Context: an optimization exercise on an open-source flow, tuned for small area and a short achievable clock period. The choices shown serve that exercise and are no tape-out recipe. No run shown here included a check of the RTL's function; only the layout flow was run. Power is estimated from default activity; no workload was simulated.

==> flow/design.v <==
module ALU_TOP #(parameter inWidth = 8,
                 parameter outWidth = 16)
(
    input wire [inWidth-1 : 0] A,B,
    input wire [3:0] ALU_FUN,
    input CLK, RST,
    output reg Arith_Enable,Logic_Enable,CMP_Enable,Shift_Enable,
    output wire [outWidth-1:0] Arith_OUT,
    output reg Carry_OUT,Arith_Flag,
    output wire [outWidth-1:0] Logic_OUT,
    output reg Logic_Flag,
    output wire [4-1:0] CMP_OUT,
    output reg CMP_Flag,
    output wire [outWidth-1:0] SHIFT_OUT,
    output reg SHIFT_Flag
);
    wire [1:0] op = ALU_FUN[1:0];
    wire       sub = ~Arith_Enable | op[0];
    wire [7:0] bx  = B ^ {8{sub}};
    wire [8:0] ac;
    wire [8:0] s;
    assign ac[0] = sub;
    genvar i, j;
    generate
        for (i = 0; i < 8; i = i + 1) begin : addsub
            assign s[i]    = A[i] ^ bx[i] ^ ac[i];
            assign ac[i+1] = (A[i] & bx[i]) | (A[i] & ac[i]) | (bx[i] & ac[i]);
        end
    endgenerate
    assign s[8] = ac[8];
    wire borrow = ~s[8];
    wire [15:0] nprod;
    wire [7:0] ms [0:7];    
    wire [7:0] mc [0:7];    
    generate
        for (j = 0; j < 8; j = j + 1) begin : mrow0
            assign ms[0][j] = ~(A[j] & B[0]);
            assign mc[0][j] = 1'b1;
        end
        for (i = 1; i < 8; i = i + 1) begin : mrow
            for (j = 0; j < 8; j = j + 1) begin : mcell
                wire a = ~(A[j] & B[i]);
                wire b = (j == 7) ? 1'b1 : ms[i-1][(j == 7) ? 0 : j+1];
                wire c = mc[i-1][j];
                assign ms[i][j] = a ^ b ^ c;
                assign mc[i][j] = (a & b) | (a & c) | (b & c);
            end
        end
        for (i = 0; i < 8; i = i + 1) begin : mlow
            assign nprod[i] = ms[i][0];
        end
        wire [8:0] fc;
        assign fc[0] = 1'b1;
        for (j = 0; j < 8; j = j + 1) begin : mfinal
            wire x = (j == 7) ? 1'b1 : ms[7][(j == 7) ? 0 : j+1];
            wire y = mc[7][j];
            assign nprod[8+j] = x ^ y ^ fc[j];
            assign fc[j+1]    = (x & y) | (x & fc[j]) | (y & fc[j]);
        end
    endgenerate
    wire [15:0] prod = ~nprod;
    wire [7:0] quo;
    wire [7:0] rem [0:8];
    assign rem[8] = A;
    generate
        for (i = 7; i >= 0; i = i - 1) begin : div
            wire [8-i:0] d = {1'b0, rem[i+1][7:i]} - {1'b0, B[7-i:0]};
            wire bhz;
            if (i == 0) begin : top0
                assign bhz = 1'b1;
            end else begin : topn
                assign bhz = ~|B[7:8-i];
            end
            assign quo[i] = bhz & ~d[8-i];
            if (i == 0) begin : r0
                assign rem[i] = quo[i] ? d[7:0] : rem[i+1];
            end else begin : rn
                assign rem[i] = quo[i] ? {d[7-i:0], rem[i+1][i-1:0]} : rem[i+1];
            end
        end
    endgenerate
    wire bz = ~|B;
    reg [8:0] arith_lo;    
    reg [6:0] arith_hi;    
    always @* begin
        case (op)
            2'b00: begin arith_lo = s;               arith_hi = 7'd0;         end
            2'b01: begin arith_lo = {borrow, s[7:0]}; arith_hi = {7{borrow}}; end
            2'b10: begin arith_lo = prod[8:0];       arith_hi = prod[15:9];   end
            default: begin arith_lo = {bz, quo};     arith_hi = {7{bz}};      end
        endcase
    end
    reg [15:0] arith_q;
    always @(posedge CLK or negedge RST) begin
        if (!RST) begin
            arith_q   <= 16'd0;
            Carry_OUT <= 1'b0;
        end else if (Arith_Enable) begin
            arith_q   <= {arith_hi, arith_lo};
            Carry_OUT <= (op == 2'b00) & s[8];
        end
    end
    assign Arith_OUT = arith_q;
    reg [7:0] logic_lo;
    reg       logic_hi;
    wire [7:0] lres = (op[0] ? (A | B) : (A & B)) ^ {8{op[1]}};
    always @(posedge CLK or negedge RST) begin
        if (!RST) begin
            logic_lo <= 8'd0;
            logic_hi <= 1'b0;
        end else if (Logic_Enable) begin
            logic_lo <= lres;
            logic_hi <= op[1];
        end
    end
    assign Logic_OUT = {{8{logic_hi}}, logic_lo};
    reg [1:0] cmp_q;
    wire ge = s[8];
    wire eq = ~|s[7:0];
    wire gt = ge & ~eq;
    wire lt = ~ge;
    always @(posedge CLK or negedge RST) begin
        if (!RST)
            cmp_q <= 2'd0;
        else if (CMP_Enable) begin
            cmp_q[0] <= (op == 2'b01) ? eq : (op == 2'b11) ? lt : 1'b0;
            cmp_q[1] <= (op == 2'b10) ? gt : (op == 2'b11) ? lt : 1'b0;
        end
    end
    assign CMP_OUT = {2'b00, cmp_q};
    reg  [8:0] shift_q;
    wire [7:0] sx = op[1] ? B : A;
    always @(posedge CLK or negedge RST) begin
        if (!RST)
            shift_q <= 9'd0;
        else if (Shift_Enable)
            shift_q <= op[0] ? {sx, 1'b0} : {2'b00, sx[7:1]};
    end
    assign SHIFT_OUT = {7'd0, shift_q};
    always @(posedge CLK or negedge RST) begin
        if (!RST) begin
            Arith_Enable <= 1'b0;
            Logic_Enable <= 1'b0;
            CMP_Enable   <= 1'b0;
            Shift_Enable <= 1'b0;
            Arith_Flag   <= 1'b0;
            Logic_Flag   <= 1'b0;
            CMP_Flag     <= 1'b0;
            SHIFT_Flag   <= 1'b0;
        end else begin
            Arith_Enable <= (ALU_FUN[3:2] == 2'b00);
            Logic_Enable <= (ALU_FUN[3:2] == 2'b01);
            CMP_Enable   <= (ALU_FUN[3:2] == 2'b10);
            Shift_Enable <= (ALU_FUN[3:2] == 2'b11);
            Arith_Flag   <= Arith_Enable;
            Logic_Flag   <= Logic_Enable;
            CMP_Flag     <= CMP_Enable;
            SHIFT_Flag   <= Shift_Enable;
        end
    end
endmodule
==> flow/flow/run.sh <==
#!/bin/bash
# The standard layout (standard.sh, unchanged synthesis), with the port
# buffers made of the smallest buffer cell instead of a delay cell.
set -euo pipefail
bash standard.sh "BUFFER_PORTS_ARGS=-buffer_cell sky130_fd_sc_hd__buf_1" finish > flow_make.log 2>&1
==> flow/standard.sh <==
#!/bin/bash
# synth_recipe.tcl (not shown) runs the flow's synth.tcl, then flattens the netlist and writes it again
# the make line also repeats each setting of config.mk as NAME=value (left out here)
make -C /OpenROAD-flow-scripts/flow DESIGN_CONFIG=/design/flow/config.mk WORK_HOME=/design/flow/orfs CLKGATE_MAP_FILE= SYNTH_SCRIPT=/design/flow/synth_recipe.tcl "${@:-finish}"
==> flow/config.mk <==
export PLATFORM = sky130hd
export DESIGN_NAME = ALU_TOP
export DESIGN_NICKNAME = ALU_TOP
export VERILOG_FILES = /design/flow/design.v
export SDC_FILE = /design/flow/constraint.sdc
export NUM_CORES = 4
export LEC_CHECK = 0
export ABC_AREA = 1
export CAP_MARGIN = 20
export CORE_AREA = 10 10 170 170
export CTS_BUF_LIST = sky130_fd_sc_hd__clkbuf_2 sky130_fd_sc_hd__clkbuf_4 sky130_fd_sc_hd__clkbuf_8
export DIE_AREA = 0 0 180 180
export SLEW_MARGIN = 20
==> flow/constraint.sdc <==
create_clock -name core_clock -period 32.0 [get_ports {CLK}]
set_input_delay 6.4000 -clock core_clock [delete_from_list [all_inputs] [get_ports {CLK}]]
set_output_delay 6.4000 -clock core_clock [all_outputs]
set_load 0.01 [all_outputs]
==> out/qor_table.md, run 1 <==
| Item | Value |
| --- | --- |
| Number of buffers on the longest clock path | 2 |
| First-pass iteration count of the detailed router | 5 |
| Detailed-placement wirelength estimate | 13360 um |
| Inserted Diodes | 0 |
| Number of library cell types mapped by synthesis | 46 |
| #FFs+latches synth | 45 |
| Post-CTS Hold Buffers | 0 |
| Number of placed I/O pins | 83 |
| Clock-pin transition on the worst setup and hold timing paths | 110 ps |
| Setup repair after global routing missed its margin | false |
| Pin count of the biggest net entering global routing | 46 |
| Number of core rows | 58 |
| Final period utilization | 47.35% |
| Lkg Pwr | 3.361 nW |
| Final setup violation count | 0 |
| Horizontal die dimension | 180 um |
| Number of resized instances in the post-cts repair step | 0 |
| DR iter-0 viols | 286 |
| Post-CTS setup buffer count | 0 |
| Latest clock arrival within the worst-skew pair | 320 ps |
| Layer with the highest usage | met2 |
| CTS root buf | sky130_fd_sc_hd__clkbuf_8 |
| Wire length after detailed routing | 16450 um |
| Wire length per cell | 14.63 um |
| Vias | 4858 |
| Met1 global-route usage | 11.87% |
| Final hold violation count | 0 |
| CTS sink cnt | 45 |
| Antenna-violating nets left | 0 |
| Max-cap violation count | 0 |
| Maximum fanout along the worst path | 12 |
| Share of flip-flops with an asynchronous set or reset | 100.0% |
| Start point of the worst min-delay path | CMP_Enable |
| Final critical delay including setup and external delays | 15150 ps |
| Max Transition Viols Final | 0 |
| Routability-driven placement congestion ratio | 0.8902 |
| First-pass GRT wire length | 26610 um |
| Mapped Area | 5771 um^2 |
| Startpoint of the most critical setup path | B[4] |
| Number of global-route vias before repair | 5062 |
| Peak Freq | 65.99 MHz |
| IR Drop Worst-Case VDD | 0.02287 mV |
| Met2 track utilization from global routing | 18.30% |
| Average via count per standard cell | 4.318 |
| Post-Route Skew | 24.59 ps |
| Worst Path Required | 32210 ps |
| Critical path arrival | 15360 ps |
| Core ar. | 25180 um^2 |
| Sequential Area | 1126 um^2 |
| Total routing usage reported by global routing | 9.941% |
| Filler cells | 2726 |
| Hold Crit Class | flip-flop to flip-flop |
| Endpoint type of the worst setup path | flip-flop |
| Mean instance size in the synthesized netlist | 7.872 um^2 |
| Reg-to-reg critical path startpoint | Arith_Enable |
| Count of flip-flops with a built-in enable after synthesis | 0 |
| TritonCTS clock tree | done |
| DRC errors left | 0 |
| Full die area | 32400 um^2 |
| Vertical extent of the die | 180 um |
| Result of the run | timing/DRC/antenna clean |
| Total clock buffers created by CTS | 5 |
| Sum of overflow across all layers after global routing | 0 |
| Max_slew headroom | 36.95% |
| Multi-input logic area | 3924 um^2 |
| Tightest Pin Transition | 941.3 ps |
| Number of warnings issued by yosys | 1 |
| Share of synthesized area occupied by flip-flops and latches | 19.51% |
| Slowest stage delay, CP | 560 ps |
| Type of the setup path with the least slack | input pin to flip-flop |
| Number of antenna violations at the first check in global routing | 0 |
| Fraction of final layout cells with drive strength greater than 1 | 7.673% |
| Port bufs | 73 |
| Critical path launch point type | input pin |
| Effective utilization at floorplan | 22.92% |
| Cell with the largest stage delay on the worst path | sky130_fd_sc_hd__buf_1 |
| Power density of the placed cells | 40.74 nW/um^2 |
| Summed negative setup slack over all endpoints | 0 ps |
| Met3 global-route usage | 1.265% |
| Cell repeated most along the worst path | sky130_fd_sc_hd__nand2_1 |
| CTS H-Tree Depth | 2 |
| Gate count after technology mapping | 733 |
| Most common flop cell mapped by yosys | sky130_fd_sc_hd__dfrtp_1 |
| Final core utilization | 25.72% |
| Layout net count | 929 |
| Layout-stage area growth over the synthesis result | 12.25% |
## registers in the layout, summed over array words and instances (netlist names)
name and flops:
logic_lo 8, Arith_Flag 1, arith_q 16, CMP_Enable 1, cmp_q 2, SHIFT_Flag 1
logic_hi 1, Carry_OUT 1, CMP_Flag 1, Shift_Enable 1, Arith_Enable 1, Logic_Flag 1
shift_q 9, Logic_Enable 1
## cell usage after synthesis (all sizes together), types with 2 or more instances
library cell	number	area [um^2]
nand2	179	696.9
inv	137	514.3
fa	61	1221
ha	52	650.6
dfrtp	45	1126
nor2	43	200.2
a21oi	41	205.2
o21ai	35	201.4
buf	25	165.2
nand3	25	180.2
clkbuf	14	52.55
xor2	14	122.6
o211ai	11	87.58
or2	9	56.31
and2	6	37.54
clkinv	5	18.77
xnor2	5	43.79
a211oi	4	30.03
a31oi	4	25.02
a221oi	2	17.52
a22o	2	17.52
nand4	2	12.51
nor3	2	10.01
o21a	2	15.01
## power breakdown
group | switching [mW] | internal (mW)
Sequential | 0.00623 | 0.0663
Clock | 0.0239 | 0.0239
Combinational | 0.0876 | 0.0561
## metrics by stage
step                      total power [mW]  cells  hold slack (ps)  instance area [um^2]  worst slack [ps]
after floorplan                     0.1794    741            433.0                  5801             17530
after global placement              0.2166   1117            441.3                  6361             16840
after detailed placement            0.2198   1117            454.1                  6361             16540
after CTS                           0.2686   1125            487.4                  6477             16900
after global routing                0.2920   1125            504.9                  6477             16050
final                               0.2639   1125            487.4                  6477             16850
## per-layer routing
layer	vias up	routed length [um]
met5	-	0
met4	0	286
met3	20	528
met2	108	8580
met1	2353	7060
li1	2377	-
## area by class of cell
class                           count  share of cell area (%)
Multi-Input combinational cell    515                   60.58
Inverter                          142                   8.229
Clock buffer                        5                   1.062
Sequential cell                    45                   17.38
Timing Repair Buffer               85                   5.640
Tap cell                          330                   6.374
Clock inverter                      3                  0.7340
## kinds of logic after synthesis
kind of cell,share of synthesized area (%)
adder cells (fa/ha/maj),32.44
flip-flops,19.51
XOR/XNOR,2.884
AND/OR/NAND/NOR,20.79
buffers and inverters,13.01
other,0.06499
AO/OA/AOI/OAI,11.30
## cell usage in the layout (no fill, tap or decap), drive strengths merged, types with 5 or more instances in the layout
cell type	netlist	routed
nand3	25	25
nor2	43	43
inv	137	139
nand2	179	179
fa	61	61
or2	9	9
o21ai	35	35
conb	1	9
buf	25	84
and2	6	6
o211ai	11	11
ha	52	52
clkinv	5	5
a21oi	41	41
clkbuf	14	6
dfrtp	45	45
xnor2	5	5
xor2	14	14
## final timing paths
| kind | endpoint | slack [ps] | depth (start not counted) |
|---|---|---|---|
| max | arith_q[0] | 16850 | 56 |
| max in group asynchronous | shift_q[1] | 25390 | 2 |
| min in group asynchronous | arith_q[13] | 6160 | 2 |
| min reg2reg | CMP_Flag | 490 | 0 |
| max reg2reg | cmp_q[0] | 27110 | 14 |
| min | CMP_Flag | 490 | 0 |
## worst max-delay path: cells and delay by family
kind | cells | cell delay, ps
buf+inv | 7 | 1370
compound gates | 16 | 2250
fa+ha+maj | 7 | 2350
simple gates | 26 | 2940
==> run 2: changes to the inputs <==
==> flow/flow/run.sh (replaced) <==
#!/bin/bash
# The standard layout, with the port buffers made of the smallest buffer
# cell, and timing repair asked for extra setup margin
set -euo pipefail
bash standard.sh "BUFFER_PORTS_ARGS=-buffer_cell sky130_fd_sc_hd__buf_1" SETUP_SLACK_MARGIN=19 finish > flow_make.log 2>&1
==> out/qor_table.md, run 2 <==
| Item | Value | Change |
| --- | --- | --- |
| Result of the run | timing/DRC/antenna clean | unchanged |
| Logic depth of the worst register-to-register path | 12 | was 14 |
| Endpoint type of the worst setup path | flip-flop | unchanged |
| Wire length after detailed routing | 18260 um | was 16450 um |
| Total power | 278.7 uW | was 263.9 uW |
| Critical path buffer and inverter count | 8 | was 7 |
| Worst Path Required | 32210 ps | about the same |
| First-pass iteration count of the detailed router | 5 | unchanged |
| Internal power of the cells | 153.5 uW | was 146.2 uW |
| Top cells by area in the synthesized netlist | sky130_fd_sc_hd__fa_1, sky130_fd_sc_hd__dfrtp_1, sky130_fd_sc_hd__ha_1, sky130_fd_sc_hd__nand2_1, sky130_fd_sc_hd__inv_1 | unchanged |
| Max-cap violation count | 0 | unchanged |
| Register name with the most flops | arith_q | unchanged |
| Final period utilization | 43.11% | was 47.35% |
| Average via count per standard cell | 4.392 | was 4.318 |
| Post-Route Skew | 6.869 ps | was 24.59 ps |
| Cell with the largest stage delay on the worst path | sky130_fd_sc_hd__fa_2 | was sky130_fd_sc_hd__buf_1 |
| Count of flip-flops with a built-in enable after synthesis | 0 | unchanged |
| Full die area | 32400 um^2 | unchanged |
| Total clock buffers created by CTS | 5 | unchanged |
| Inserted Diodes | 0 | unchanged |
| Summed negative setup slack over all endpoints | 0 ps | unchanged |
| Number of antenna violations at the first check in global routing | 0 | unchanged |
| Horizontal die dimension | 180 um | unchanged |
| Number of global-route vias before repair | 5252 | was 5062 |
| Power share of the clock group | 14.7% | was 18.1% |
| TritonCTS clock tree | done | unchanged |
| Setup repair after global routing missed its margin | true | was false |
| Clock-pin transition on the worst setup and hold timing paths | 100 ps | was 110 ps |
| Cell repeated most along the worst path | sky130_fd_sc_hd__nand2_1 | unchanged |
| Wire length per cell | 15.53 um | was 14.63 um |
| Maximum fanout along the worst path | 8 | was 12 |
| CTS sink cnt | 45 | unchanged |
| Reg-to-reg critical path startpoint | Arith_Enable | unchanged |
| Startpoint of the most critical setup path | A[7] | was B[4] |
| Routability-driven placement congestion ratio | 0.8742 | was 0.8902 |
| Gate count after technology mapping | 733 | unchanged |
| Critical path arrival | 14010 ps | was 15360 ps |
| #FFs+latches synth | 45 | unchanged |
| Sw Pwr | 125.1 uW | was 117.6 uW |
| Number of warnings issued by yosys | 1 | unchanged |
| Vertical extent of the die | 180 um | unchanged |
| Post-CTS Hold Buffers | 0 | unchanged |
| Layout net count | 980 | was 929 |
| Switching share of power | 44.90% | was 44.58% |
| DR iter-0 viols | 352 | was 286 |
| Internal reg-to-reg setup slack | 26760 ps | was 27110 ps |
| Final hold violation count | 0 | unchanged |
| Tightest Pin Transition | 851.5 ps | was 941.3 ps |
| Max reg flops | 16 | unchanged |
| Hold Crit Class | flip-flop to flip-flop | unchanged |
| Depth of the critical timing path with buffers and inverters included | 56 | unchanged |
| Final setup slack of the worst path | 18200 ps | was 16850 ps |
| Fraction of final layout cells with drive strength greater than 1 | 22.93% | was 7.673% |
| Commonest non-fill, non-tap cells in the layout | sky130_fd_sc_hd__nand2_1, sky130_fd_sc_hd__inv_1, sky130_fd_sc_hd__buf_1, sky130_fd_sc_hd__buf_4, sky130_fd_sc_hd__fa_1 | was sky130_fd_sc_hd__nand2_1, sky130_fd_sc_hd__inv_1, sky130_fd_sc_hd__buf_1, sky130_fd_sc_hd__fa_1, sky130_fd_sc_hd__ha_1 |
| Peak Freq | 72.49 MHz | was 65.99 MHz |
| Number of buffers on the longest clock path | 2 | unchanged |
| CTS root buf | sky130_fd_sc_hd__clkbuf_8 | unchanged |
| Antenna-violating nets left | 0 | unchanged |
| Pin count of the biggest net entering global routing | 46 | unchanged |
| Most common flop cell mapped by yosys | sky130_fd_sc_hd__dfrtp_1 | unchanged |
| Mean instance size in the synthesized netlist | 7.872 um^2 | unchanged |
| Cell with the most instances after synthesis | sky130_fd_sc_hd__nand2_1 | unchanged |
| Power density of the placed cells | 38.07 nW/um^2 | was 40.74 nW/um^2 |
| Mapped Area | 5771 um^2 | unchanged |
| Capture point of the critical path | arith_q[0] | unchanged |
| Number of placed I/O pins | 83 | unchanged |
| Share of total power in sequential cells | 26.2% | was 27.5% |
| Final critical delay including setup and external delays | 13800 ps | was 15150 ps |
| DRC errors left | 0 | unchanged |
| IR Drop Worst-Case VDD | 0.01963 mV | was 0.02287 mV |
| Port bufs | 73 | unchanged |
| Cell taking the most area after synthesis | sky130_fd_sc_hd__fa_1 | unchanged |
| Lkg Pwr | 3.649 nW | was 3.361 nW |
| Effective utilization at floorplan | 22.92% | unchanged |
| Number of core rows | 58 | unchanged |
| Number of library cell types mapped by synthesis | 46 | unchanged |
| Family with the most delay on the worst path | simple AND/OR/NAND/NOR gates | unchanged |
| Slowest stage delay, CP | 530 ps | was 560 ps |
| Portion of synthesized cell area occupied by the leading cell type | 21.16% | unchanged |
| Final setup violation count | 0 | unchanged |
| Latest clock arrival within the worst-skew pair | 320 ps | about the same |
| Vias | 5165 | was 4858 |
| Post-Route Hold Slack | 455.3 ps | was 487.4 ps |
| Share of synthesized area occupied by flip-flops and latches | 19.51% | unchanged |
| Critical path launch point type | input pin | unchanged |
| Share of flip-flops with an asynchronous set or reset | 100.0% | unchanged |
| Layout-stage area growth over the synthesis result | 26.86% | was 12.25% |
| List of most frequent post-synthesis cells | sky130_fd_sc_hd__nand2_1, sky130_fd_sc_hd__inv_1, sky130_fd_sc_hd__fa_1, sky130_fd_sc_hd__ha_1, sky130_fd_sc_hd__dfrtp_1 | unchanged |
| First-pass GRT wire length | 28510 um | was 26610 um |
| Max Transition Viols Final | 0 | unchanged |
| Detailed-placement wirelength estimate | 13420 um | was 13360 um |
| Top Registers | arith_q: 16 flops, shift_q: 9 flops, logic_lo: 8 flops | unchanged |
| Setup WS pre-CTS | 17000 ps | was 16540 ps |
| Core ar. | 25180 um^2 | unchanged |
| Most common cell after layout, fill and taps aside | sky130_fd_sc_hd__nand2_1 | unchanged |
| Type of the setup path with the least slack | input pin to flip-flop | unchanged |
| Final core utilization | 29.07% | was 25.72% |
| Combinational fraction of design power | 59.1% | was 54.4% |
| CTS H-Tree Depth | 2 | unchanged |
| Max_slew headroom | 43.23% | was 36.95% |
| R2r endpoint | arith_q[14] | was cmp_q[0] |
| Total routing usage reported by global routing | 10.83% | was 9.941% |
| Sum of overflow across all layers after global routing | 0 | unchanged |
-- run 2: cell count changes in the layout (fill, tap and decap cells not counted), moves of 10 or more --
cell / before / now
sky130_fd_sc_hd__buf_4: 12 / 57
sky130_fd_sc_hd__fa_1: 61 / 48
sky130_fd_sc_hd__fa_2: 0 / 13
sky130_fd_sc_hd__ha_1: 52 / 39
sky130_fd_sc_hd__ha_4: 0 / 11
sky130_fd_sc_hd__inv_1: 130 / 120
sky130_fd_sc_hd__nand2_1: 173 / 151
sky130_fd_sc_hd__nand2_2: 4 / 21
-- run 2: metrics by stage --
stage / std cells / area, um^2
floorplan: 741 / 6008
global placement: 1115 / 6538
detailed placement: 1115 / 6538
CTS: 1171 / 7206
global route: 1176 / 7321
finish: 1176 / 7321
-- run 2: routing by layer --
layer	global-route usage, %	up-vias	wire, um
met4	2.316	0	237
met1	13.26	2541	7731
met2	18.85	129	9163
li1	-	2476	-
met5	0	-	0
met3	2.550	19	1125
-- run 2: cells by family (layout without fill, tap and decap cells) --
| logic type | after synthesis | count (layout) | synth area share (%) |
|---|---|---|---|
| compound gates | 107 | 107 | 11.30 |
| xor+xnor | 19 | 19 | 2.884 |
| fa+ha+maj | 113 | 113 | 32.44 |
| buf+inv | 181 | 286 | 13.01 |
| flops | 45 | 45 | 19.51 |
| other cells | 1 | 9 | 0.06499 |
| simple gates | 267 | 267 | 20.79 |
-- run 2: cell type report --
type	instances	area (um^2)
flip-flops and latches	45	1126
multi-input cells	515	4319
clock buffers	6	82.58
clock inverters	2	16.27
fillers	2683	17860
repair buffers	135	793.3
repair inverters	1	3.754
well taps	330	412.9
inverters	142	566.8
-- run 2: how the worst min path moves through the flow --
stage            startpoint          to  slack, ps  cells after the start
2_1_floorplan  Arith_Enable  Arith_Flag        430                      0
3_3_place_gp   Logic_Enable  Logic_Flag        430                      0
3_5_place_dp   Logic_Enable  Logic_Flag        440                      0
6_report       Logic_Enable  Logic_Flag        460                      0
5_1_grt        Logic_Enable  Logic_Flag        490                      0
4_1_cts        Logic_Enable  Logic_Flag        460                      0
-- run 2: timing repair --
item                       4_1_cts  5_1_grt
cloned                           1        0
setup buffers                   47        5
pin swaps                       52       12
resized for setup               61       22
setup endpoints to repair        2        4
-- run 2: power by group through the flow --
stage	clock network (mW)	logic, mW	registers (mW)
2_1_floorplan	0	0.107	0.0771
3_3_place_gp	0	0.147	0.0741
3_5_place_dp	0	0.149	0.0743
4_1_cts	0.0416	0.161	0.0733
5_1_grt	0.0435	0.189	0.0744
6_report	0.0409	0.165	0.0731
==> run 3: changes to the inputs <==
==> flow/flow/run.sh (replaced) <==
#!/bin/bash
# The standard layout, with the port buffers made of the smallest buffer
# cell, and timing repair asked for extra setup margin
set -euo pipefail
bash standard.sh "BUFFER_PORTS_ARGS=-buffer_cell sky130_fd_sc_hd__buf_1" SETUP_SLACK_MARGIN=17.5 finish > flow_make.log 2>&1
==> out/qor_table.md, run 3 <==
| Item | Value | Change |
| --- | --- | --- |
| Commonest non-fill, non-tap cells in the layout | sky130_fd_sc_hd__nand2_1, sky130_fd_sc_hd__inv_1, sky130_fd_sc_hd__buf_1, sky130_fd_sc_hd__fa_1, sky130_fd_sc_hd__buf_4 | was sky130_fd_sc_hd__nand2_1, sky130_fd_sc_hd__inv_1, sky130_fd_sc_hd__buf_1, sky130_fd_sc_hd__buf_4, sky130_fd_sc_hd__fa_1 |
| Combinational fraction of design power | 57.2% | was 59.1% |
| Wire length per cell | 15.18 um | was 15.53 um |
| Final setup slack of the worst path | 17820 ps | was 18200 ps |
| Startpoint of the most critical setup path | B[0] | was A[7] |
| Start point of the worst min-delay path | CMP_Enable | was Logic_Enable |
| Final period utilization | 44.32% | was 43.11% |
| Setup repair after global routing missed its margin | true | unchanged |
| Type of the setup path with the least slack | input pin to flip-flop | unchanged |
| Layout-stage area growth over the synthesis result | 26.02% | was 26.86% |
| Cell taking the most area after synthesis | sky130_fd_sc_hd__fa_1 | unchanged |
| DR iter-0 viols | 324 | was 352 |
| IR Drop Worst-Case VDD | 0.02364 mV | was 0.01963 mV |
| Horizontal die dimension | 180 um | unchanged |
| Share of total power in sequential cells | 25.8% | was 26.2% |
| Final hold violation count | 0 | unchanged |
| Top Registers | arith_q: 16 flops, shift_q: 9 flops, logic_lo: 8 flops | unchanged |
| Slowest stage delay, CP | 350 ps | was 530 ps |
| Fraction of final layout cells with drive strength greater than 1 | 20.64% | was 22.93% |
| Summed negative setup slack over all endpoints | 0 ps | unchanged |
| Sw Pwr | 124.9 uW | was 125.1 uW |
| Final critical delay including setup and external delays | 14180 ps | was 13800 ps |
| Max Transition Viols Final | 0 | unchanged |
| DRC errors left | 0 | unchanged |
| Worst Path Required | 32250 ps | was 32210 ps |
| Cell repeated most along the worst path | sky130_fd_sc_hd__nand2_1 | unchanged |
| Number of library cell types mapped by synthesis | 46 | unchanged |
| Most common flop cell mapped by yosys | sky130_fd_sc_hd__dfrtp_1 | unchanged |
| First-pass iteration count of the detailed router | 5 | unchanged |
| Critical path buffer and inverter count | 10 | was 8 |
| Final setup violation count | 0 | unchanged |
| Layout net count | 977 | was 980 |
| Critical path launch point type | input pin | unchanged |
| Setup WS pre-CTS | 16540 ps | was 17000 ps |
| Critical path arrival | 14430 ps | was 14010 ps |
| Count of flip-flops with a built-in enable after synthesis | 0 | unchanged |
| Port bufs | 73 | unchanged |
| Post-CTS Hold Buffers | 0 | unchanged |
| Reg-to-reg critical path startpoint | Arith_Enable | unchanged |
| Vias | 5101 | was 5165 |
| Number of buffers on the longest clock path | 2 | unchanged |
| Number of warnings issued by yosys | 1 | unchanged |
| Most common cell after layout, fill and taps aside | sky130_fd_sc_hd__nand2_1 | unchanged |
| Average via count per standard cell | 4.349 | was 4.392 |
| Maximum fanout along the worst path | 14 | was 8 |
| Result of the run | timing/DRC/antenna clean | unchanged |
| Sum of overflow across all layers after global routing | 0 | unchanged |
| List of most frequent post-synthesis cells | sky130_fd_sc_hd__nand2_1, sky130_fd_sc_hd__inv_1, sky130_fd_sc_hd__fa_1, sky130_fd_sc_hd__ha_1, sky130_fd_sc_hd__dfrtp_1 | unchanged |
| Register name with the most flops | arith_q | unchanged |
| Gate count after technology mapping | 733 | unchanged |
| Max_slew headroom | 35.32% | was 43.23% |
| Routability-driven placement congestion ratio | 0.8902 | was 0.8742 |
| Number of antenna violations at the first check in global routing | 0 | unchanged |
| TritonCTS clock tree | done | unchanged |
| Wire length after detailed routing | 17800 um | was 18260 um |
| Family with the most delay on the worst path | compound AO/OA/AOI/OAI gates | was simple AND/OR/NAND/NOR gates |
| Total clock buffers created by CTS | 5 | unchanged |
| Clock-pin transition on the worst setup and hold timing paths | 110 ps | was 100 ps |
| Number of placed I/O pins | 83 | unchanged |
| CTS root buf | sky130_fd_sc_hd__clkbuf_8 | unchanged |
| First-pass GRT wire length | 26860 um | was 28510 um |
| Number of global-route vias before repair | 5096 | was 5252 |
| Antenna-violating nets left | 0 | unchanged |
| Post-Route Hold Slack | 482.5 ps | was 455.3 ps |
| CTS H-Tree Depth | 2 | unchanged |
| Mean instance size in the synthesized netlist | 7.872 um^2 | unchanged |
| #FFs+latches synth | 45 | unchanged |
| Full die area | 32400 um^2 | unchanged |
| Top cells by area in the synthesized netlist | sky130_fd_sc_hd__fa_1, sky130_fd_sc_hd__dfrtp_1, sky130_fd_sc_hd__ha_1, sky130_fd_sc_hd__nand2_1, sky130_fd_sc_hd__inv_1 | unchanged |
| Max-cap violation count | 0 | unchanged |
| Max reg flops | 16 | unchanged |
| Mapped Area | 5771 um^2 | unchanged |
| Vertical extent of the die | 180 um | unchanged |
| Cell with the largest stage delay on the worst path | sky130_fd_sc_hd__fa_2 | unchanged |
| Internal power of the cells | 156.5 uW | was 153.5 uW |
| Power density of the placed cells | 38.70 nW/um^2 | was 38.07 nW/um^2 |
| Detailed-placement wirelength estimate | 13360 um | was 13420 um |
| Portion of synthesized cell area occupied by the leading cell type | 21.16% | unchanged |
| Total routing usage reported by global routing | 10.05% | was 10.83% |
| Number of core rows | 58 | unchanged |
| Tightest Pin Transition | 965.7 ps | was 851.5 ps |
| Effective utilization at floorplan | 22.92% | unchanged |
| Share of synthesized area occupied by flip-flops and latches | 19.51% | unchanged |
| Inserted Diodes | 0 | unchanged |
| Core ar. | 25180 um^2 | unchanged |
| Peak Freq | 70.51 MHz | was 72.49 MHz |
| CTS sink cnt | 45 | unchanged |
| Post-Route Skew | 24.73 ps | was 6.869 ps |
| Lkg Pwr | 3.655 nW | was 3.649 nW |
| Endpoint type of the worst setup path | flip-flop | unchanged |
| Power share of the clock group | 17.0% | was 14.7% |
| Switching share of power | 44.38% | was 44.90% |
| Pin count of the biggest net entering global routing | 46 | unchanged |
| Latest clock arrival within the worst-skew pair | 320 ps | about the same |
| Hold Crit Class | flip-flop to flip-flop | unchanged |
| Cell with the most instances after synthesis | sky130_fd_sc_hd__nand2_1 | unchanged |
| Share of flip-flops with an asynchronous set or reset | 100.0% | unchanged |
-- run 3: cell count changes in the layout (fill, tap and decap cells not counted), sizes merged --
cell	delta
buf	-3
bufinv	+1
clkinvlp	-1
-- run 3: timing repair --
| action | in CTS | in global routing |
|---|---|---|
| endpoints found under the setup margin | 1 | 1 |
| resized for setup | 19 | 89 |
| pin swaps | 5 | 59 |
| setup buffers | 4 | 44 |
| hold endpoints to repair | 0 | 0 |
-- run 3: worst paths after layout --
| kind | end | slack, ps | depth (start not counted) |
|---|---|---|---|
| setup reg to reg | cmp_q[0] | 27110 | 14 |
| max in group asynchronous | shift_q[1] | 25390 | 2 |
| hold reg to reg | CMP_Flag | 480 | 0 |
| min in group asynchronous | arith_q[13] | 6160 | 2 |
| hold / removal | CMP_Flag | 480 | 0 |
| setup / recovery | arith_q[0] | 17820 | 57 |
-- run 3: layout make-up --
| cell class | count | area, um^2 |
|---|---|---|
| clock buffer | 5 | 68.82 |
| multi-input combinational | 515 | 4282 |
| clock inverter | 3 | 47.55 |
| tap | 330 | 412.9 |
| sequential | 45 | 1126 |
| timing repair buffer | 133 | 773.2 |
| inverter | 142 | 561.8 |
| fill | 2645 | 17910 |
-- run 3: kinds of logic (layout without fill, tap and decap cells) --
kind of cell             after synthesis  count (layout)  synth area share [%]
buffers and inverters                181             283                 13.01
flip-flops                            45              45                 19.51
other                                  1               9               0.06499
AND/OR/NAND/NOR                      267             267                 20.79
XOR/XNOR                              19              19                 2.884
AO/OA/AOI/OAI                        107             107                 11.30
adder cells (fa/ha/maj)              113             113                 32.44
-- run 3: per-layer routing --
metal / part of all wire [%] / vias to the layer above / global-route usage, % / wire length [um]
met4: 1.5 / 0 / 2.481 / 270
met2: 53 / 116 / 18.56 / 9475
met1: 41 / 2506 / 11.83 / 7292
li1: - / 2464 / - / -
met5: 0 / - / 0 / 0
met3: 4.3 / 15 / 1.506 / 763
-- run 3: metrics by stage --
step	util (%)	power (mW)	cell area (um^2)	std cells
2_1_floorplan	-	0.1794	5801	741
3_3_place_gp	25.26	0.2166	6361	1117
3_5_place_dp	25.26	0.2198	6361	1117
4_1_cts	26.02	0.2701	6551	1129
5_1_grt	28.88	0.3088	7272	1173
6_report	28.88	0.2814	7272	1173
-- run 3: power groups by stage --
stage          clock, mW  sequential (mW)  combinational (mW)
6_report          0.0480           0.0726               0.161
5_1_grt           0.0512           0.0741               0.184
4_1_cts           0.0492           0.0727               0.148
3_5_place_dp           0           0.0738               0.146
3_3_place_gp           0           0.0737               0.143
2_1_floorplan          0           0.0771               0.102
==> run 4: changes to the inputs <==
--- a/flow/design.v
+++ b/flow/design.v
@@ -60,22 +60,25 @@
     endgenerate
     wire [15:0] prod = ~nprod;
     wire [7:0] quo;
-    wire [7:0] rem [0:8];
+    wire [7:0] rem [1:8];
     assign rem[8] = A;
     generate
         for (i = 7; i >= 0; i = i - 1) begin : div
-            wire [8-i:0] d = {1'b0, rem[i+1][7:i]} - {1'b0, B[7-i:0]};
-            wire bhz;
-            if (i == 0) begin : top0
-                assign bhz = 1'b1;
-            end else begin : topn
-                assign bhz = ~|B[7:8-i];
+            localparam W = 8 - i;
+            wire [W-1:0] x = rem[i+1][7:i];
+            wire [W-1:0] y = ~B[W-1:0];
+            wire [W:0]   c;
+            wire [W-1:0] d;
+            assign c[0] = 1'b1;
+            for (j = 0; j < W; j = j + 1) begin : dbit
+                assign d[j]   = x[j] ^ y[j] ^ c[j];
+                assign c[j+1] = (x[j] & y[j]) | (x[j] & c[j]) | (y[j] & c[j]);
             end
-            assign quo[i] = bhz & ~d[8-i];
-            if (i == 0) begin : r0
-                assign rem[i] = quo[i] ? d[7:0] : rem[i+1];
-            end else begin : rn
-                assign rem[i] = quo[i] ? {d[7-i:0], rem[i+1][i-1:0]} : rem[i+1];
+            if (i == 0) begin : last
+                assign quo[0] = c[W];
+            end else begin : mid
+                assign quo[i] = c[W] & ~|B[7:W];
+                assign rem[i] = {quo[i] ? d : x, rem[i+1][i-1:0]};
             end
         end
     endgenerate
==> flow/flow/run.sh (replaced) <==
#!/bin/bash
# The standard layout (standard.sh) with two changes:
#  - synthesis leaves adders to ABC instead of mapping them to the library's
#    full/half-adder cells (ADDER_MAP_FILE empty); registers are unchanged;
#  - the port buffers are the smallest buffer cell instead of a delay cell.
# Each tool's full output is in flow_make.log and orfs/logs/.
set -euo pipefail
bash standard.sh ADDER_MAP_FILE= "BUFFER_PORTS_ARGS=-buffer_cell sky130_fd_sc_hd__buf_1" finish > flow_make.log 2>&1
==> out/qor_table.md, run 4 <==
| Item | Value | Change |
| --- | --- | --- |
| R2r endpoint | arith_q[8] | was cmp_q[0] |
| Effective utilization at floorplan | 23.17% | was 22.92% |
| Critical path launch point type | input pin | unchanged |
| Sum of overflow across all layers after global routing | 0 | unchanged |
| Most common cell after layout, fill and taps aside | sky130_fd_sc_hd__nand2_1 | unchanged |
| Reg-to-reg critical path startpoint | Arith_Enable | unchanged |
| Register name with the most flops | arith_q | unchanged |
| Tightest Pin Transition | 1094 ps | was 965.7 ps |
| Share of total power in sequential cells | 28.1% | was 25.8% |
| Power density of the placed cells | 39.37 nW/um^2 | was 38.70 nW/um^2 |
| Mean instance size in the synthesized netlist | 5.899 um^2 | was 7.872 um^2 |
| Inserted Diodes | 0 | unchanged |
| Number of core rows | 58 | unchanged |
| CTS sink cnt | 45 | unchanged |
| First-pass iteration count of the detailed router | 5 | unchanged |
| Cell repeated most along the worst path | sky130_fd_sc_hd__nand2_2 | was sky130_fd_sc_hd__nand2_1 |
| Number of global-route vias before repair | 5875 | was 5096 |
| Worst Path Required | 32240 ps | was 32250 ps |
| DRC errors left | 0 | unchanged |
| Share of synthesized area occupied by flip-flops and latches | 19.30% | was 19.51% |
| Cell with the most instances after synthesis | sky130_fd_sc_hd__nand2_1 | unchanged |
| Share of flip-flops with an asynchronous set or reset | 100.0% | unchanged |
| Total clock buffers created by CTS | 5 | unchanged |
| Post-route standard cell area excluding fillers | 6387 um^2 | was 7272 um^2 |
| Maximum fanout along the worst path | 16 | was 14 |
| Hold Crit Class | flip-flop to flip-flop | unchanged |
| Pin count of the biggest net entering global routing | 46 | unchanged |
| Total routing usage reported by global routing | 11.53% | was 10.05% |
| Vias | 6167 | was 5101 |
| Mapped Area | 5834 um^2 | was 5771 um^2 |
| Inst Count DP | 1356 | was 1117 |
| Cell with the largest stage delay on the worst path | sky130_fd_sc_hd__buf_1 | was sky130_fd_sc_hd__fa_2 |
| Endpoint type of the worst setup path | flip-flop | unchanged |
| Setup repair after global routing missed its margin | false | was true |
| Number of resized instances in the post-cts repair step | 0 | was 19 |
| Core ar. | 25180 um^2 | unchanged |
| Most common flop cell mapped by yosys | sky130_fd_sc_hd__dfrtp_1 | unchanged |
| Summed negative setup slack over all endpoints | 0 ps | unchanged |
| Count of flip-flops with a built-in enable after synthesis | 0 | unchanged |
| Wire length per cell | 14.06 um | was 15.18 um |
| Layout-stage area growth over the synthesis result | 9.479% | was 26.02% |
| Filler cells | 2864 | was 2645 |
| Max reg flops | 16 | unchanged |
| Number of buffers on the longest clock path | 2 | unchanged |
| Synthesized-area fraction occupied by ao, oa, aoi and oai cells | 16.00% | was 11.30% |
| Portion of synthesized cell area occupied by the leading cell type | 22.71% | was 21.16% |
| Logic depth of the worst register-to-register path | 21 | was 14 |
| Routability-driven placement congestion ratio | 0.9314 | was 0.8902 |
| TritonCTS clock tree | done | unchanged |
| Lkg Pwr | 3.207 nW | was 3.655 nW |
| Internal reg-to-reg setup slack | 28550 ps | was 27110 ps |
| Start point of the worst min-delay path | Logic_Enable | was CMP_Enable |
| Type of the setup path with the least slack | input pin to flip-flop | unchanged |
| IR Drop Worst-Case VDD | 0.02469 mV | was 0.02364 mV |
| Setup WS pre-CTS | 19540 ps | was 16540 ps |
| First-pass GRT wire length | 31150 um | was 26860 um |
| Wire length after detailed routing | 19170 um | was 17800 um |
| Vertical extent of the die | 180 um | unchanged |
| Final setup violation count | 0 | unchanged |
| Latest clock arrival within the worst-skew pair | 300 ps | was 320 ps |
| Final period utilization | 38.12% | was 44.32% |
| Mux cell area share after synthesis | 0.1716% | was 0% |
| Total power | 251.5 uW | was 281.4 uW |
| Post-Route Skew | 7.996 ps | was 24.73 ps |
| Switching share of power | 47.32% | was 44.38% |
| Final critical delay including setup and external delays | 12200 ps | was 14180 ps |
| Startpoint of the most critical setup path | B[7] | was B[0] |
| Adder-Cell Fraction of Synth Area | 0% | was 32.44% |
| Clock-pin transition on the worst setup and hold timing paths | 90 ps | was 110 ps |
| Capture point of the critical path | arith_q[0] | unchanged |
| Number of non-filler instances in the completed layout | 1364 | was 1173 |
| Post-Synth XOR/XNOR Area | 9.457% | was 2.884% |
| Slowest stage delay, CP | 790 ps | was 350 ps |
| Gate count after technology mapping | 989 | was 733 |
| Max Transition Viols Final | 0 | unchanged |
| Top cells by area in the synthesized netlist | sky130_fd_sc_hd__nand2_1, sky130_fd_sc_hd__dfrtp_1, sky130_fd_sc_hd__inv_1, sky130_fd_sc_hd__xor2_1, sky130_fd_sc_hd__nand3_1 | was sky130_fd_sc_hd__fa_1, sky130_fd_sc_hd__dfrtp_1, sky130_fd_sc_hd__ha_1, sky130_fd_sc_hd__nand2_1, sky130_fd_sc_hd__inv_1 |
| CTS H-Tree Depth | 2 | unchanged |
| Post-CTS Hold Buffers | 0 | unchanged |
| Max_slew headroom | 27.08% | was 35.32% |
| Number of antenna violations at the first check in global routing | 1 | was 0 |
| Fraction of final layout cells with drive strength greater than 1 | 9.188% | was 20.64% |
| Peak Freq | 81.98 MHz | was 70.51 MHz |
| Post-detailed-placement cell area | 6296 um^2 | was 6361 um^2 |
| Internal power of the cells | 132.5 uW | was 156.5 uW |
| Final core utilization | 25.37% | was 28.88% |
| Combinational fraction of design power | 57.3% | was 57.2% |
| Post-CTS setup buffer count | 0 | was 4 |
| DR iter-0 viols | 470 | was 324 |
| Sw Pwr | 119.0 uW | was 124.9 uW |
| Top Registers | arith_q: 16 flops, shift_q: 9 flops, logic_lo: 8 flops | unchanged |
| Number of placed I/O pins | 83 | unchanged |
| Commonest non-fill, non-tap cells in the layout | sky130_fd_sc_hd__nand2_1, sky130_fd_sc_hd__inv_1, sky130_fd_sc_hd__nor2_1, sky130_fd_sc_hd__buf_1, sky130_fd_sc_hd__nand3_1 | was sky130_fd_sc_hd__nand2_1, sky130_fd_sc_hd__inv_1, sky130_fd_sc_hd__buf_1, sky130_fd_sc_hd__fa_1, sky130_fd_sc_hd__buf_4 |
| Max-cap violation count | 0 | unchanged |
| Power share of the clock group | 14.6% | was 17.0% |
| Share of synthesized cell area in and, or, nand and nor gates | 42.10% | was 20.79% |
| Full die area | 32400 um^2 | unchanged |
| Post-Route Hold Slack | 443.9 ps | was 482.5 ps |
| Final setup slack of the worst path | 19800 ps | was 17820 ps |
| Detailed-placement wirelength estimate | 15110 um | was 13360 um |
| Dominant combinational cell family by area after synthesis | simple AND/OR/NAND/NOR gates | was adder cells |
| CTS root buf | sky130_fd_sc_hd__clkbuf_8 | unchanged |
| Final hold violation count | 0 | unchanged |
| List of most frequent post-synthesis cells | sky130_fd_sc_hd__nand2_1, sky130_fd_sc_hd__inv_1, sky130_fd_sc_hd__nor2_1, sky130_fd_sc_hd__nand3_1, sky130_fd_sc_hd__dfrtp_1 | was sky130_fd_sc_hd__nand2_1, sky130_fd_sc_hd__inv_1, sky130_fd_sc_hd__fa_1, sky130_fd_sc_hd__ha_1, sky130_fd_sc_hd__dfrtp_1 |
| Result of the run | timing/DRC/antenna clean | unchanged |
| Number of warnings issued by yosys | 1 | unchanged |
| #FFs+latches synth | 45 | unchanged |
| Antenna-violating nets left | 0 | unchanged |
| Port bufs | 73 | unchanged |
| Horizontal die dimension | 180 um | unchanged |
| Critical path arrival | 12440 ps | was 14430 ps |
| Cell taking the most area after synthesis | sky130_fd_sc_hd__nand2_1 | was sky130_fd_sc_hd__fa_1 |
| Number of library cell types mapped by synthesis | 54 | was 46 |
| Average via count per standard cell | 4.521 | was 4.349 |
| Layout net count | 1055 | was 977 |
run 4: cell count changes after synthesis, sizes merged, moves of 9 or more:
cell / before / now
clkbuf: 14 / 23
fa: 61 / 0
ha: 52 / 0
inv: 137 / 104
nand2: 179 / 381
nand3: 25 / 64
nor2: 43 / 83
o21ai: 35 / 50
or2: 9 / 19
xnor2: 5 / 29
xor2: 14 / 34
run 4: cell families after synthesis:
family / count (synthesis)
XOR/XNOR: 63
buffers and inverters: 163
AND/OR/NAND/NOR: 564
other: 1
flip-flops: 45
multiplexers: 1
AO/OA/AOI/OAI: 152
run 4: layer usage:
metal  share of wire, %  wire length (um)  track usage (%)  up-vias
li1                   -                 -                -     3214
met1                 50              9529            16.20     2755
met2                 42              8133            17.99      186
met3                6.9              1323            2.169       10
met4               0.90               172            2.117        2
met5              0.068                13                0        -
run 4: worst max-delay path, delay by kind of cell:
family | cells | cell delay (ps)
AOI/OAI and AO/OA | 7 | 800
and+or+nand+nor | 47 | 4130
buffers and inverters | 5 | 1090
run 4: power by group through the flow:
| stage | clock network, mW | registers [mW] | logic (mW) |
|---|---|---|---|
| final | 0.0366 | 0.0707 | 0.144 |
| after detailed placement | 0 | 0.0719 | 0.144 |
| after CTS | 0.0371 | 0.0708 | 0.144 |
| after floorplan | 0 | 0.0754 | 0.109 |
| after global routing | 0.0406 | 0.0722 | 0.165 |
| after global placement | 0 | 0.0718 | 0.143 |
run 4: worst min-delay path by stage:
| stage | end | slack, ps | cells past startpoint |
|---|---|---|---|
| 4_1_cts | Logic_Flag | 460 | 0 |
| 2_1_floorplan | Arith_Flag | 430 | 0 |
| 3_3_place_gp | Logic_Flag | 420 | 0 |
| 5_1_grt | Logic_Flag | 470 | 0 |
| 3_5_place_dp | Logic_Flag | 430 | 0 |
| 6_report | Logic_Flag | 440 | 0 |
run 4: final cells by class:
class                      instances  area [um^2]  area share (%)
inverter                         109        421.7           6.601
timing repair buffer              83        350.3           5.485
clock inverter                     2        15.01          0.2351
clock buffer                       6        76.32           1.195
tap                              330        412.9           6.464
sequential                        45         1126           17.63
multi-input combinational        789         3985           62.39
==> run 5: changes to the inputs <==
--- a/flow/design.v
+++ b/flow/design.v
@@ -1,3 +1,64 @@
+module FA (
+    input  wire a, b, c,
+    output wire s, co
+);
+    assign s  = a ^ b ^ c;
+    assign co = (a & b) | (a & c) | (b & c);
+endmodule
+module ADDSUB8 (
+    input  wire [7:0] A, B,
+    input  wire       sub,
+    output wire [8:0] s
+);
+    wire [7:0] bx = B ^ {8{sub}};
+    wire [8:0] c;
+    assign c[0] = sub;
+    genvar i;
+    generate
+        for (i = 0; i < 8; i = i + 1) begin : g
+            FA fa (.a(A[i]), .b(bx[i]), .c(c[i]), .s(s[i]), .co(c[i+1]));
+        end
+    endgenerate
+    assign s[8] = c[8];
+endmodule
+module MUL8 (
+    input  wire [7:0]  A, B,
+    output wire [15:0] P
+);
+    assign P = A * B;
+endmodule
+module DIV8 (
+    input  wire [7:0] A, B,
+    output wire [7:0] Q
+);
+    wire [9:0] b1 = {2'b00, B};
+    wire [9:0] b2 = {1'b0, B, 1'b0};
+    wire [9:0] b3 = b1 + b2;
+    wire [7:0] rem [0:4];
+    assign rem[4] = A;
+    genvar m;
+    generate
+        for (m = 3; m >= 0; m = m - 1) begin : s
+            localparam W = 8 - 2*m;            
+            wire [W-1:0] x = rem[m+1][7:2*m];
+            wire [W:0] d1 = {1'b0, x} - {1'b0, b1[W-1:0]};
+            wire [W:0] d2 = {1'b0, x} - {1'b0, b2[W-1:0]};
+            wire [W:0] d3 = {1'b0, x} - {1'b0, b3[W-1:0]};
+            wire c1, c2, c3;
+            if (W < 10) begin : hz
+                assign c1 = ~|b1[9:W] & ~d1[W];
+                assign c2 = ~|b2[9:W] & ~d2[W];
+                assign c3 = ~|b3[9:W] & ~d3[W];
+            end
+            assign Q[2*m+1] = c2;
+            assign Q[2*m]   = c3 | (c1 & ~c2);
+            if (m != 0) begin : r
+                wire [W-1:0] nx = c3 ? d3[W-1:0] : c2 ? d2[W-1:0] : c1 ? d1[W-1:0] : x;
+                assign rem[m] = {nx, rem[m+1][2*m-1:0]};
+            end
+        end
+    endgenerate
+endmodule
 module ALU_TOP #(parameter inWidth = 8,
                  parameter outWidth = 16)
 (
@@ -16,72 +77,13 @@
 );
     wire [1:0] op = ALU_FUN[1:0];
     wire       sub = ~Arith_Enable | op[0];
-    wire [7:0] bx  = B ^ {8{sub}};
-    wire [8:0] ac;
     wire [8:0] s;
-    assign ac[0] = sub;
-    genvar i, j;
-    generate
-        for (i = 0; i < 8; i = i + 1) begin : addsub
-            assign s[i]    = A[i] ^ bx[i] ^ ac[i];
-            assign ac[i+1] = (A[i] & bx[i]) | (A[i] & ac[i]) | (bx[i] & ac[i]);
-        end
-    endgenerate
-    assign s[8] = ac[8];
+    ADDSUB8 u_addsub (.A(A), .B(B), .sub(sub), .s(s));
     wire borrow = ~s[8];
-    wire [15:0] nprod;
-    wire [7:0] ms [0:7];    
-    wire [7:0] mc [0:7];    
-    generate
-        for (j = 0; j < 8; j = j + 1) begin : mrow0
-            assign ms[0][j] = ~(A[j] & B[0]);
-            assign mc[0][j] = 1'b1;
-        end
-        for (i = 1; i < 8; i = i + 1) begin : mrow
-            for (j = 0; j < 8; j = j + 1) begin : mcell
-                wire a = ~(A[j] & B[i]);
-                wire b = (j == 7) ? 1'b1 : ms[i-1][(j == 7) ? 0 : j+1];
-                wire c = mc[i-1][j];
-                assign ms[i][j] = a ^ b ^ c;
-                assign mc[i][j] = (a & b) | (a & c) | (b & c);
-            end
-        end
-        for (i = 0; i < 8; i = i + 1) begin : mlow
-            assign nprod[i] = ms[i][0];
-        end
-        wire [8:0] fc;
-        assign fc[0] = 1'b1;
-        for (j = 0; j < 8; j = j + 1) begin : mfinal
-            wire x = (j == 7) ? 1'b1 : ms[7][(j == 7) ? 0 : j+1];
-            wire y = mc[7][j];
-            assign nprod[8+j] = x ^ y ^ fc[j];
-            assign fc[j+1]    = (x & y) | (x & fc[j]) | (y & fc[j]);
-        end
-    endgenerate
-    wire [15:0] prod = ~nprod;
+    wire [15:0] prod;
+    MUL8 u_mul (.A(A), .B(B), .P(prod));
     wire [7:0] quo;
-    wire [7:0] rem [1:8];
-    assign rem[8] = A;
-    generate
-        for (i = 7; i >= 0; i = i - 1) begin : div
-            localparam W = 8 - i;
-            wire [W-1:0] x = rem[i+1][7:i];
-            wire [W-1:0] y = ~B[W-1:0];
-            wire [W:0]   c;
-            wire [W-1:0] d;
-            assign c[0] = 1'b1;
-            for (j = 0; j < W; j = j + 1) begin : dbit
-                assign d[j]   = x[j] ^ y[j] ^ c[j];
-                assign c[j+1] = (x[j] & y[j]) | (x[j] & c[j]) | (y[j] & c[j]);
-            end
-            if (i == 0) begin : last
-                assign quo[0] = c[W];
-            end else begin : mid
-                assign quo[i] = c[W] & ~|B[7:W];
-                assign rem[i] = {quo[i] ? d : x, rem[i+1][i-1:0]};
-            end
-        end
-    endgenerate
+    DIV8 u_div (.A(A), .B(B), .Q(quo));
     wire bz = ~|B;
     reg [8:0] arith_lo;    
     reg [6:0] arith_hi;    
==> flow/flow/run.sh (replaced) <==
#!/bin/bash
set -euo pipefail
here=$(cd "$(dirname "$0")" && pwd)
bash standard.sh ADDER_MAP_FILE= "SYNTH_SCRIPT=$here/synth.tcl" \
  "BUFFER_PORTS_ARGS=-buffer_cell sky130_fd_sc_hd__buf_1" finish > flow_make.log 2>&1
==> flow/flow/abc.script (new file) <==
strash
&get -n
&deepsyn -T 20
&put
dch
map -B 0.9
topo
stime -c
buffer -c
upsize -c
dnsize -c
==> flow/flow/synth.tcl (new file) <==
proc synth {args} { yosys synth -nofsm -noshare {*}$args }
set ::flow_abc_script [file join [file dirname [file normalize [info script]]] abc.script]
proc abc {args} {
  set i [lsearch -exact $args -script]
  if {$i >= 0} {
    lset args [expr {$i + 1}] $::flow_abc_script
  }
  yosys abc {*}$args
}
source $::env(SCRIPTS_DIR)/synth.tcl
# left out here: clear keep_hierarchy, flatten, clean up, hide names made inside functions, write 1_2_yosys.v
==> out/qor_table.md, run 5 <==
| Item | Value | Change |
| --- | --- | --- |
| Result of the run | timing/DRC/antenna clean | unchanged |
| Total clock buffers created by CTS | 5 | unchanged |
| Max-cap violation count | 0 | unchanged |
| Detailed-placement wirelength estimate | 17270 um | was 15110 um |
| First-pass iteration count of the detailed router | 5 | unchanged |
| Number of global-route vias before repair | 6472 | was 5875 |
| Hold Crit Class | flip-flop to flip-flop | unchanged |
| Logic depth of the worst register-to-register path | 19 | was 21 |
| Max_slew headroom | 42.12% | was 27.08% |
| Cell taking the most area after synthesis | sky130_fd_sc_hd__nand2_1 | unchanged |
| Clock-pin transition on the worst setup and hold timing paths | 100 ps | was 90 ps |
| Number of antenna violations at the first check in global routing | 1 | unchanged |
| Type of the setup path with the least slack | input pin to flip-flop | unchanged |
| Number of placed I/O pins | 83 | unchanged |
| Number of core rows | 58 | unchanged |
| Power density of the placed cells | 41.31 nW/um^2 | was 39.37 nW/um^2 |
| #FFs+latches synth | 45 | unchanged |
| Worst Path Required | 32180 ps | was 32240 ps |
| Max reg flops | 16 | unchanged |
| Vertical extent of the die | 180 um | unchanged |
| Number of resized instances in the post-cts repair step | 0 | unchanged |
| Lkg Pwr | 3.124 nW | was 3.207 nW |
| Total routing usage reported by global routing | 13.37% | was 11.53% |
| Tightest Pin Transition | 868.2 ps | was 1094 ps |
| Core ar. | 25180 um^2 | unchanged |
| Top Registers | arith_q: 16 flops, shift_q: 9 flops, logic_lo: 8 flops | unchanged |
| Mean instance size in the synthesized netlist | 5.916 um^2 | was 5.899 um^2 |
| DRC errors left | 0 | unchanged |
| Wire length per cell | 16.17 um | was 14.06 um |
| Setup repair after global routing missed its margin | false | unchanged |
| Port bufs | 73 | unchanged |
| Post-CTS setup buffer count | 0 | unchanged |
| Slowest stage delay, CP | 600 ps | was 790 ps |
| Final period utilization | 32.24% | was 38.12% |
| Final setup violation count | 0 | unchanged |
| IR Drop Worst-Case VDD | 0.02203 mV | was 0.02469 mV |
| Most common cell after layout, fill and taps aside | sky130_fd_sc_hd__nand2_1 | unchanged |
| Share of synthesized area occupied by flip-flops and latches | 19.11% | was 19.30% |
| Portion of synthesized cell area occupied by the leading cell type | 20.45% | was 22.71% |
| Sum of overflow across all layers after global routing | 0 | unchanged |
| Number of cells on the worst hold path | 0 | unchanged |
| Critical path arrival | 10500 ps | was 12440 ps |
| Setup WS pre-CTS | 21380 ps | was 19540 ps |
| Register name with the most flops | arith_q | unchanged |
| Post-Route Skew | 12.04 ps | was 7.996 ps |
| Layout-stage area growth over the synthesis result | 10.98% | was 9.479% |
| Maximum fanout along the worst path | 13 | was 16 |
| Average via count per standard cell | 4.875 | was 4.521 |
| Full die area | 32400 um^2 | unchanged |
| CTS H-Tree Depth | 2 | unchanged |
| Layout net count | 1072 | was 1055 |
| Final hold violation count | 0 | unchanged |
| Latest clock arrival within the worst-skew pair | 330 ps | was 300 ps |
| Final critical delay including setup and external delays | 10320 ps | was 12200 ps |
| Count of flip-flops with a built-in enable after synthesis | 0 | unchanged |
| Max Transition Viols Final | 0 | unchanged |
| Post-CTS Hold Buffers | 0 | unchanged |
| Mapped Area | 5892 um^2 | was 5834 um^2 |
| List of most frequent post-synthesis cells | sky130_fd_sc_hd__nand2_1, sky130_fd_sc_hd__inv_1, sky130_fd_sc_hd__nand3_1, sky130_fd_sc_hd__nor2_1, sky130_fd_sc_hd__a21oi_1 | was sky130_fd_sc_hd__nand2_1, sky130_fd_sc_hd__inv_1, sky130_fd_sc_hd__nor2_1, sky130_fd_sc_hd__nand3_1, sky130_fd_sc_hd__dfrtp_1 |
| Pin count of the biggest net entering global routing | 46 | unchanged |
| Post-Route Hold Slack | 438.3 ps | was 443.9 ps |
| Cell with the largest stage delay on the worst path | sky130_fd_sc_hd__buf_1 | unchanged |
| DR iter-0 viols | 705 | was 470 |
| Peak Freq | 96.93 MHz | was 81.98 MHz |
| Effective utilization at floorplan | 23.40% | was 23.17% |
| Commonest non-fill, non-tap cells in the layout | sky130_fd_sc_hd__nand2_1, sky130_fd_sc_hd__inv_1, sky130_fd_sc_hd__nand3_1, sky130_fd_sc_hd__buf_1, sky130_fd_sc_hd__nor2_1 | was sky130_fd_sc_hd__nand2_1, sky130_fd_sc_hd__inv_1, sky130_fd_sc_hd__nor2_1, sky130_fd_sc_hd__buf_1, sky130_fd_sc_hd__nand3_1 |
| Top cells by area in the synthesized netlist | sky130_fd_sc_hd__nand2_1, sky130_fd_sc_hd__dfrtp_1, sky130_fd_sc_hd__nand3_1, sky130_fd_sc_hd__inv_1, sky130_fd_sc_hd__xor2_1 | was sky130_fd_sc_hd__nand2_1, sky130_fd_sc_hd__dfrtp_1, sky130_fd_sc_hd__inv_1, sky130_fd_sc_hd__xor2_1, sky130_fd_sc_hd__nand3_1 |
| Horizontal die dimension | 180 um | unchanged |
| First-pass GRT wire length | 35800 um | was 31150 um |
| Critical path launch point type | input pin | unchanged |
| Vias | 6737 | was 6167 |
| Most common flop cell mapped by yosys | sky130_fd_sc_hd__dfrtp_1 | unchanged |
| Wire length after detailed routing | 22350 um | was 19170 um |
| Cell with the most instances after synthesis | sky130_fd_sc_hd__nand2_1 | unchanged |
| Summed negative setup slack over all endpoints | 0 ps | unchanged |
| Gate count after technology mapping | 996 | was 989 |
| Routability-driven placement congestion ratio | 0.9344 | was 0.9314 |
| TritonCTS clock tree | done | unchanged |
| Final setup slack of the worst path | 21680 ps | was 19800 ps |
| Endpoint type of the worst setup path | flip-flop | unchanged |
| Share of flip-flops with an asynchronous set or reset | 100.0% | unchanged |
| CTS sink cnt | 45 | unchanged |
| Number of warnings issued by yosys | 2 | was 1 |
| Fraction of final layout cells with drive strength greater than 1 | 8.183% | was 9.188% |
| Number of library cell types mapped by synthesis | 53 | was 54 |
| Cell repeated most along the worst path | sky130_fd_sc_hd__nand2_2 | unchanged |
| CTS root buf | sky130_fd_sc_hd__clkbuf_8 | unchanged |
| Number of buffers on the longest clock path | 2 | unchanged |
| Antenna-violating nets left | 0 | unchanged |
[run 5: changes by cell type in the layout (fill, tap and decap cells not counted), moves of 7 or more]
cell / before / now
sky130_fd_sc_hd__xnor2_1: 29 / 17
sky130_fd_sc_hd__nand2_1: 353 / 321
sky130_fd_sc_hd__o2111ai_1: 0 / 9
sky130_fd_sc_hd__nand3_1: 59 / 92
sky130_fd_sc_hd__a21oi_1: 44 / 55
sky130_fd_sc_hd__o21bai_1: 7 / 0
sky130_fd_sc_hd__nor2_1: 78 / 69
sky130_fd_sc_hd__o22ai_1: 6 / 20
sky130_fd_sc_hd__nand4_1: 4 / 11
[run 5: cells by family after synthesis]
| family | synth area share, % |
|---|---|
| and+or+nand+nor | 40.92 |
| DFF | 19.11 |
| xor gates and xnor gates | 8.134 |
| other | 0.06365 |
| buffers and inverters | 11.96 |
| AOI/OAI and AO/OA | 18.96 |
| adders and majority gates | 0.8495 |
[run 5: final cells by class]
| cell class | count | area, um^2 |
|---|---|---|
| Antenna cell | 1 | 2.502 |
| Clock buffer | 5 | 68.82 |
| Clock inverter | 3 | 47.55 |
| Fill cell | 2877 | 18640 |
| Inverter | 105 | 394.1 |
| Multi-Input combinational cell | 804 | 4091 |
| Sequential cell | 45 | 1126 |
| Tap cell | 330 | 412.9 |
| Timing Repair Buffer | 89 | 395.4 |
[run 5: worst paths after layout]
path,end,from,slack [ps]
setup / recovery,arith_q[15],A[2],21680
hold / removal,Logic_Flag,Logic_Enable,440
setup reg to reg,arith_q[8],Arith_Enable,27930
hold reg to reg,Logic_Flag,Logic_Enable,440
max in group asynchronous,shift_q[3],RST,25430
min in group asynchronous,arith_q[9],RST,6150
[run 5: through the flow]
stage          total power [mW]  instances  area, um^2  util [%]
2_1_floorplan            0.1874       1004        5922         -
3_3_place_gp             0.2225       1373        6420     25.49
3_5_place_dp             0.2237       1373        6420     25.49
4_1_cts                  0.2718       1381        6536     25.96
5_1_grt                  0.2953       1381        6536     25.96
6_report                 0.2701       1382        6539     25.97
[run 5: power by group]
group / total, mW / internal (mW) / switching (mW) / leakage, nW
clock network: 0.0471 / 0.0239 / 0.0233 / 0.0592
registers: 0.0723 / 0.0658 / 0.00648 / 0.542
logic: 0.151 / 0.0515 / 0.0992 / 2.52
[run 5: routing by layer]
metal	share of wire [%]	GRT usage, %	vias up
met4	3.3	5.127	0
li1	-	-	3369
met3	7.1	2.390	57
met1	44	16.75	3054
met5	0	0	-
met2	46	22.28	257
[run 5: critical path, delay by kind of cell]
kind	cells	cell delay (ps)
and+or+nand+nor	19	1440
buffers and inverters	6	1240
AOI/OAI and AO/OA	6	980
xor gates and xnor gates	2	420

[afterwards: timing with drivers on the ports]
In the flow no input, the clock included, has a driving cell. The finished layouts below were timed again as built, in two steps. Step 1 (the two cells are an assumption about what drives the block):
set clk [get_ports {CLK}]
set_driving_cell -lib_cell sky130_fd_sc_hd__clkbuf_16 $clk
set_driving_cell -lib_cell sky130_fd_sc_hd__buf_2 [delete_from_list [all_inputs] $clk]
Step 2 times the ports against the registers' clock, not the clock port: input delays grow and output delays shrink by t, the midpoint of the rising clock arrivals with the driver on. a / b / c = ideal ports / drivers / drivers and shift; a / b = the first two.
run	t (ns)	slack for setup (ns)	worst setup path at the end
run 1	0.346	16.847 / 16.843 / 16.497	input to register
run 2	0.351	18.205 / 18.203 / 17.852	input to register
run 3	0.347	17.818 / 17.825 / 17.478	input to register
run 4	0.334	19.802 / 19.792 / 19.458	input to register
run 5	0.358	21.684 / 21.672 / 21.314	input to register
After both steps every run listed still meets setup and hold. The setup slack of run 5, which loses most, moves by -0.012 ns with the drivers and by -0.370 ns with both steps.
